From an optimization exercise on the open Yosys and OpenROAD flow, aimed at small area, a short achievable clock period and few clock cycles; shortcuts taken in it are not production practice.
No functional check of the RTL was part of this run.
Power figures rest on the tool's default switching activity, not on a simulated workload.

## flow/design.v

```verilog
module MIPS (CLK, RST, reg_select, r1_lsb3, CS, WE, ADDR, mem_rdata, mem_wdata, reg_out);
  input CLK, RST;
  input [1:0] reg_select;
  input [2:0] r1_lsb3;
  output CS, WE;
  output [6:0] ADDR;
  input [31:0] mem_rdata;
  output [31:0] mem_wdata;
  output [15:0] reg_out;
  reg  [6:0]  pc;         
  reg  [31:0] ir;         
  reg         ir_v;       
  reg  [6:0]  ir_pc1;     
  reg         ir_pt;      
  reg  [2:0]  lsb;        
  reg  [31:0] R [0:31];   
  reg  [63:0] hilo;
  reg  [31:0] mcand;
  reg  [2:0]  mcnt;       
  wire [5:0] op = ir[31:26];
  wire [5:0] fn = ir[5:0];
  wire isR    = (op == 6'd0);
  wire i_lw   = (op == 6'h23);
  wire i_sw   = (op == 6'h2b);
  wire i_beq  = (op == 6'h04);
  wire i_bne  = (op == 6'h05);
  wire i_jal  = (op == 6'h03);
  wire i_addi = (op == 6'h08);
  wire i_andi = (op == 6'h0c);
  wire i_ori  = (op == 6'h0d);
  wire i_lui  = (op == 6'h0f);
  wire f_add  = isR & (fn == 6'h20);
  wire f_sub  = isR & (fn == 6'h22);
  wire f_and  = isR & (fn == 6'h24);
  wire f_or   = isR & (fn == 6'h25);
  wire f_xor  = isR & (fn == 6'h26);
  wire f_slt  = isR & (fn == 6'h2a);
  wire f_sll  = isR & (fn == 6'h00);
  wire f_srl  = isR & (fn == 6'h02);
  wire f_jr   = isR & (fn == 6'h08);
  wire f_mult = isR & (fn == 6'h18);
  wire f_mfhi = isR & (fn == 6'h10);
  wire f_mflo = isR & (fn == 6'h12);
  wire f_add8 = isR & (fn == 6'h2d);
  wire f_rbit = isR & (fn == 6'h2f);
  wire f_rev  = isR & (fn == 6'h30);
  wire f_sadd = isR & (fn == 6'h31);
  wire f_ssub = isR & (fn == 6'h32);
  wire [4:0] rs = ir[25:21];
  wire [4:0] rt = ir[20:16];
  wire [31:0] imm_ext = {{16{ir[15]}}, ir[15:0]};
  wire [31:0] rv [0:31];
  genvar g;
  generate
    for (g = 0; g < 32; g = g + 1) begin : rd_view
      if (g == 1) assign rv[g] = {R[1][31:3], lsb};
      else        assign rv[g] = R[g];
    end
  endgenerate
  wire [31:0] A = rv[rs];
  wire [31:0] B = rv[rt];
  wire busy = (mcnt != 3'd0);
  wire stall = ir_v & busy & (f_mult | f_mfhi | f_mflo);
  wire [39:0] macc = {8'd0, hilo[63:32]} + mcand * hilo[7:0];
  wire useimm = ~isR;
  wire [31:0] Bop = useimm ? imm_ext : B;
  wire dosub = f_sub | f_slt | f_ssub | i_beq | i_bne;
  wire [31:0] X = dosub ? ~Bop : Bop;
  wire [31:0] m8 = f_add8 ? 32'h7f7f7f7f : 32'hffffffff;
  wire [32:0] sum = {1'b0, A & m8} + {1'b0, X & m8} + {32'd0, dosub};
  wire c32 = sum[32];
  wire [31:0] add8fix = f_add8 ? ((A ^ B) & 32'h80808080) : 32'd0;
  wire en_sum = f_add | f_sub | i_addi | f_add8 | (f_sadd & ~c32) | (f_ssub & c32);
  wire ones = f_sadd & c32;
  wire rev_in  = f_sll | f_rbit;
  wire [4:0] shamt = f_rbit ? 5'd0 : ir[10:6];
  reg  [31:0] Brev, Urev;
  wire [31:0] T = rev_in ? Brev : B;
  wire [31:0] U = T >> shamt;
  integer k;
  always @(*) begin
    for (k = 0; k < 32; k = k + 1) begin
      Brev[k] = B[31-k];
      Urev[k] = U[31-k];
    end
  end
  wire [31:0] shout = f_sll ? Urev : U;
  wire [31:0] result =
      ((sum[31:0] ^ add8fix) & {32{en_sum}}) | {32{ones}}
    | {31'd0, f_slt & ~c32}
    | ((A & Bop) & {32{f_and | i_andi}})
    | ((A | Bop) & {32{f_or | i_ori}})
    | ((A ^ B) & {32{f_xor}})
    | (shout & {32{f_sll | f_srl | f_rbit}})
    | ({B[7:0], B[15:8], B[23:16], B[31:24]} & {32{f_rev}})
    | (hilo[63:32] & {32{f_mfhi}})
    | (hilo[31:0] & {32{f_mflo}})
    | ({ir[15:0], 16'd0} & {32{i_lui}})
    | ({25'd0, ir_pc1} & {32{i_jal}});
  wire wr_R   = isR & ~f_mult & ~f_jr;
  wire wen    = ir_v & ~stall & (wr_R | i_addi | i_andi | i_ori | i_lui | i_lw | i_jal);
  wire [4:0] wreg = i_jal ? 5'd31 : isR ? ((f_rbit | f_rev) ? rs : ir[15:11]) : rt;
  wire [31:0] wdata = i_lw ? mem_rdata : result;
  wire eq = (A == B);
  wire ex_br = ir_v & (i_beq | i_bne);
  wire taken = i_beq ? eq : ~eq;
  wire mispredict = ex_br & (taken != ir_pt);
  wire ex_jr = ir_v & f_jr;
  wire redirect = mispredict | ex_jr;
  wire [6:0] br_tgt = ir_pc1 + ir[6:0];
  wire [6:0] redirect_pc = ex_jr ? A[6:0] : (taken ? br_tgt : ir_pc1);
  wire ex_mem = ir_v & (i_lw | i_sw);
  wire fetch = ~ex_mem & ~stall;
  wire [6:0] ls_addr = A[6:0] + ir[6:0];
  assign CS = fetch | ex_mem;
  assign WE = ir_v & i_sw;
  assign ADDR = ex_mem ? ls_addr : pc;
  assign mem_wdata = B;
  wire [31:0] fw = mem_rdata;
  wire f_isj  = (fw[31:27] == 5'b00001);
  wire f_isbr = (fw[31:27] == 5'b00010);
  wire f_same = (fw[25:21] == fw[20:16]);
  wire f_pred = f_isbr & (fw[26] ? ~f_same : f_same);
  wire [6:0] pc1 = pc + 7'd1;
  wire [6:0] f_next = f_isj ? fw[6:0] : (f_pred ? pc1 + fw[6:0] : pc1);
  assign reg_out = reg_select[0] ? R[2][31:16] : R[2][15:0];
  integer i;
  always @(posedge CLK) begin
    lsb <= r1_lsb3;
    if (RST) begin
      pc <= 7'd0;
      ir_v <= 1'b0;
    end else begin
      if (redirect) pc <= redirect_pc;
      else if (fetch) pc <= f_next;
      if (!stall) ir_v <= fetch & ~redirect;
    end
    if (!stall) begin
      ir <= fw;
      ir_pc1 <= pc1;
      ir_pt <= f_pred;
    end
    for (i = 0; i < 32; i = i + 1)
      if (wen && wreg == i) R[i] <= wdata;
    if (RST) mcnt <= 3'd0;
    else if (busy) mcnt <= mcnt - 3'd1;
    else if (ir_v & f_mult) mcnt <= 3'd4;
    if (busy) begin
      hilo <= {macc[39:8], macc[7:0], hilo[31:8]};
    end else if (ir_v & f_mult) begin
      mcand <= A;
      hilo <= {32'd0, B};
    end
  end
endmodule
```

## flow/run.sh

```bash
#!/bin/bash
# synth_recipe.tcl (not shown) runs the flow's synth.tcl, then flattens the netlist and writes it again
# the make line also repeats each setting of config.mk as NAME=value (left out here)
make -C /OpenROAD-flow-scripts/flow DESIGN_CONFIG=/design/flow/config.mk WORK_HOME=/design/flow/orfs CLKGATE_MAP_FILE= SYNTH_SCRIPT=/design/flow/synth_recipe.tcl finish
```

## flow/config.mk

```make
export PLATFORM = sky130hd
export DESIGN_NAME = MIPS
export DESIGN_NICKNAME = MIPS
export VERILOG_FILES = /design/flow/design.v
export SDC_FILE = /design/flow/constraint.sdc
export NUM_CORES = 4
export LEC_CHECK = 0
export CAP_MARGIN = 20
export CORE_MARGIN = 2
export CORE_UTILIZATION = 40
export PLACE_DENSITY = 0.6
export SLEW_MARGIN = 20
```

## flow/constraint.sdc

```tcl
create_clock -name core_clock -period 12.0 [get_ports {CLK}]
set_input_delay 2.4000 -clock core_clock [delete_from_list [all_inputs] [get_ports {CLK}]]
set_output_delay 2.4000 -clock core_clock [all_outputs]
set_load 0.01 [all_outputs]
```

==> flow_summary.toml <==
[outcome]
status = "complete, no violations"

[place]
dpl.hpwl_mm = 228
gp_congestion = 1.05
dpl.cell_count = 8400
place_ws_ns = 2.30
io_buffers = 94

[cts]
cts_sinks = 1171
cts_buffers = 130
ctsResizeCount = 0
root_buffer = "clkbuf_16"
clkLatencyLatePin_ns = 0.84
cts_tree = "yes"
cts_setup_buffers = 0
cts_hold_repair.buffers = 0
clk_pin_slew_ns = 0.06
htreeDepth = 4
cts.path.max_buffers = 3

[die]
chipHeight_microns = 418
core_sq_um = 170000
fp.dieW_microns = 418
die_area_sq_um = 174000
initial_core_util = 0.403
rows = 151
pin_count = 96

[route]
routed_wl_mm = 359
first_pass_iters = 13
vias = 63300
ant_nets = 0
vias_per_cell = 7.32
dr.first_iter.drc_count = 13600
wl_per_cell_microns = 41.4
drc = 0

[logic_synthesis]
ys_ff_latch = 1171
synth_top_area_frac = 0.508
synth_area_per_cell_sq_um = 11.0
synth_edf_count = 1157
synth_area_sq_um = 68400
synthCells = 6219
ys_seq_area_frac = 0.512
synthArstFlopShare = 0
yosys-top-cells-area = "edfxtp_1 51%, fa_1 6.3%, a22oi_1 5.1%"
synth_cell_type_count = 104
synth_largest_area_cell = "edfxtp_1"
ys.flop_type = "edfxtp_1"
ys_warn_count = 2
synth_nets = 6585

[critical_path]
cp_max_fo = 32
cp-start-kind = "register"
worstPathCellList = "buf_4, nor3b_2, buf_4, and2_1, a2111oi_0, nand4_1, o22a_1, mux2i_1, mux2i_1, fa_1, nor2b_1, o211ai_1, a31oi_1, o41ai_1, o21ai_0, a211oi_1, o31ai_1, a21oi_1, nor2b_1, a311o_1, a21boi_2, o311ai_0, o32a_2"
cp.buffers_inverters = 2
cp_data_arrival_time_ns = 10.94
cp_slowest_cell = "and2_1"
critPathKind = "register to register"
reg2reg_slack_ns = 1.50
critical_path.max_stage_delay_ns = 0.95
cpLargestDelayFamily = "compound AO/OA/AOI/OAI gates"
cp.required_ns = 12.44
crit_path_end_kind = "register"

[timing]
max_slew_margin = 0.104
fmax_ghz = 0.0952
worstMarginPinSlew_ns = 1.33
maxSlewViolCount = 0
setup_viol = 0
fin_crit_sh = 0.875
fin_ws_ns = 1.50
hold_ws_ns = 0.490
tns_ns = 0
period_needed_ns = 10.50
finalHoldViolations = 0
finClkSkew_ns = 0.0494
rsz0062_at_grt = "false"

[power_and_ir_drop]
vdd_ir_drop_max_mv = 0.466
switching_share = 0.433
power.density_nw_per_um2 = 273
pwr-share-clk = 0.190
seqPwrFrac = 0.243
power_leakage_nw = 28.1
p_comb_frac = 0.567
power.net_switching_w = 0.00921
p_int_w = 0.0120
p_total_w = 0.0213

[cells_and_area]
nets = 6681
drive_above_1_share = 0.120
final_cell_count_no_fill = 8656
syn_to_final_growth_pct = 13.8

[global_routing]
grt_max_degree = 76
antenna_found_initial = 30
gr-usage-all-layers = 0.401
grt_overflow = 0
grt_pass1_wl_mm = 486
grt_pass1_vias = 59600

[flow_run]
max-cap-violations = 0

[hold_path]
hp-class = "register to register"
power groups by stage:
| stage | Combinational (W) | Clock (W) | Sequential (W) |
|---|---|---|---|
| floorplan | 0.00872 | 0 | 0.00515 |
| global placement | 0.0117 | 0 | 0.00525 |
| detailed placement | 0.0117 | 0 | 0.00525 |
| CTS | 0.0119 | 0.00402 | 0.00516 |
| global route | 0.0134 | 0.00417 | 0.00517 |
| finish | 0.0120 | 0.00404 | 0.00517 |
final timing paths:
path | depth (start not counted) | startpoint | endpoint
setup / recovery | 23 | ir[16] | R[0][22]
hold / removal | 2 | mcnt[1] | mcnt[1]
setup reg to reg | 23 | ir[16] | R[0][22]
hold reg to reg | 2 | mcnt[1] | mcnt[1]
cell families (layout without fill, tap and decap cells):
family                   count (synthesis)  in the layout  share of synthesized area
buffers and inverters                  735            935                     0.0444
adder cells (fa/ha/maj)                327            327                     0.0835
other                                    0             19                          0
XOR/XNOR                               153            153                     0.0197
AND/OR/NAND/NOR                       2272           2272                      0.168
AO/OA/AOI/OAI                         1426           1426                      0.150
flip-flops                            1171           1171                      0.512
multiplexers                           135            135                     0.0221
layer usage:
metal  up-vias  share of wire  GRT usage
met4        14           0.10      0.310
li1      24000              -          -
met2      6579           0.40      0.560
met1     30700           0.33      0.484
met3      2092           0.16      0.171
met5         -         0.0010     0.0103
area by class of cell:
type	instances	area, sq um
Timing Repair Buffer	420	3480
Fill cell	15600	91800
Clock buffer	159	3430
Antenna cell	19	47.5
Tap cell	2218	2780
Inverter	279	1050
Multi-Input combinational cell	4313	31300
Clock inverter	77	762
Sequential cell	1171	35000
synth_stat cells (15+ instances only):
cell type,number
a2111oi_0,46
a211oi_1,45
a21o_1,51
a21oi_1,232
a221o_1,18
a221oi_1,47
a222oi_1,36
a22o_1,63
a22oi_1,463
a31oi_1,29
a32oi_1,23
and2_1,129
and3_1,190
buf_1,39
buf_2,118
clkbuf_1,274
edfxtp_1,1157
fa_1,216
ha_1,111
inv_1,275
mux2_2,66
mux2i_1,62
nand2_1,501
nand2b_1,27
nand3_1,573
nand4_1,217
nor2_1,363
nor2b_1,36
nor3_1,59
nor4_1,58
o211ai_1,35
o21a_1,19
o21ai_0,137
o22ai_1,22
or3_1,15
xnor2_1,112
xor2_1,40
tightest hold or removal path: cells and delay by family (launching register included):
family             cells  cell delay, ns
DFF                    1            0.30
AOI/OAI and AO/OA      2            0.14
stage by stage:
step           cell area (sq um)  utilization
3_3_place_gp               73600        0.434
2_1_floorplan              68400            -
6_report                   77900        0.459
3_5_place_dp               73600        0.434
4_1_cts                    77800        0.459
5_1_grt                    77800        0.459
registers in the layout (all words and copies together), names as in the netlist:
| signal | count |
|---|---|
| R | 1021 |
| ir_pt | 1 |
| lsb | 3 |
| hilo | 64 |
| ir | 32 |
| ir_v | 1 |
| ir_pc1 | 7 |
| pc | 7 |
| mcand | 32 |
| mcnt | 3 |
cell usage in the layout (no fill, tap or decap), types with 35 or more instances in the layout:
master	count
nor2_4	66
fa_1	216
buf_4	318
nand3_1	573
a222oi_1	36
mux2i_1	62
a22oi_1	463
a21oi_1	206
a221oi_1	47
nand2_1	499
a2111oi_0	46
and2_1	129
nor4_1	55
ha_1	110
xor2_1	40
clkdlybuf4s50_1	94
inv_1	275
xnor2_1	112
a22o_1	63
o21ai_0	134
o211ai_1	35
mux2_2	66
a21o_1	51
edfxtp_1	1157
nor2_1	296
and3_1	189
a211oi_1	45
nor3_1	55
clkbuf_16	132
nand4_1	217

==> afterwards: timing with drivers on the ports <==
How much do the figures lean on ideal ports? The routed layout below was timed once more, with nothing changed but the port constraints. Step 1 (the two cells are an assumption about what drives the block):
set clk [get_ports {CLK}]
set_driving_cell -lib_cell sky130_fd_sc_hd__clkbuf_16 $clk
set_driving_cell -lib_cell sky130_fd_sc_hd__buf_2 [delete_from_list [all_inputs] $clk]
Step 2 moves the port delays by t, midway between the first and last clock arrival at a register: inputs arrive t later, outputs are due t later. That takes back most of the time a late clock gives input paths. Three values: ideal ports, drivers, drivers and shift; two values: the first two.
t, ns: 0.894
slack for setup (ns): 1.499 / 1.499 / 1.499
worst setup path after step 2: register to register
After both steps this run still meets setup and hold. The setup slack of this run moves by 0.000 ns with the drivers and by 0.000 ns with both steps.
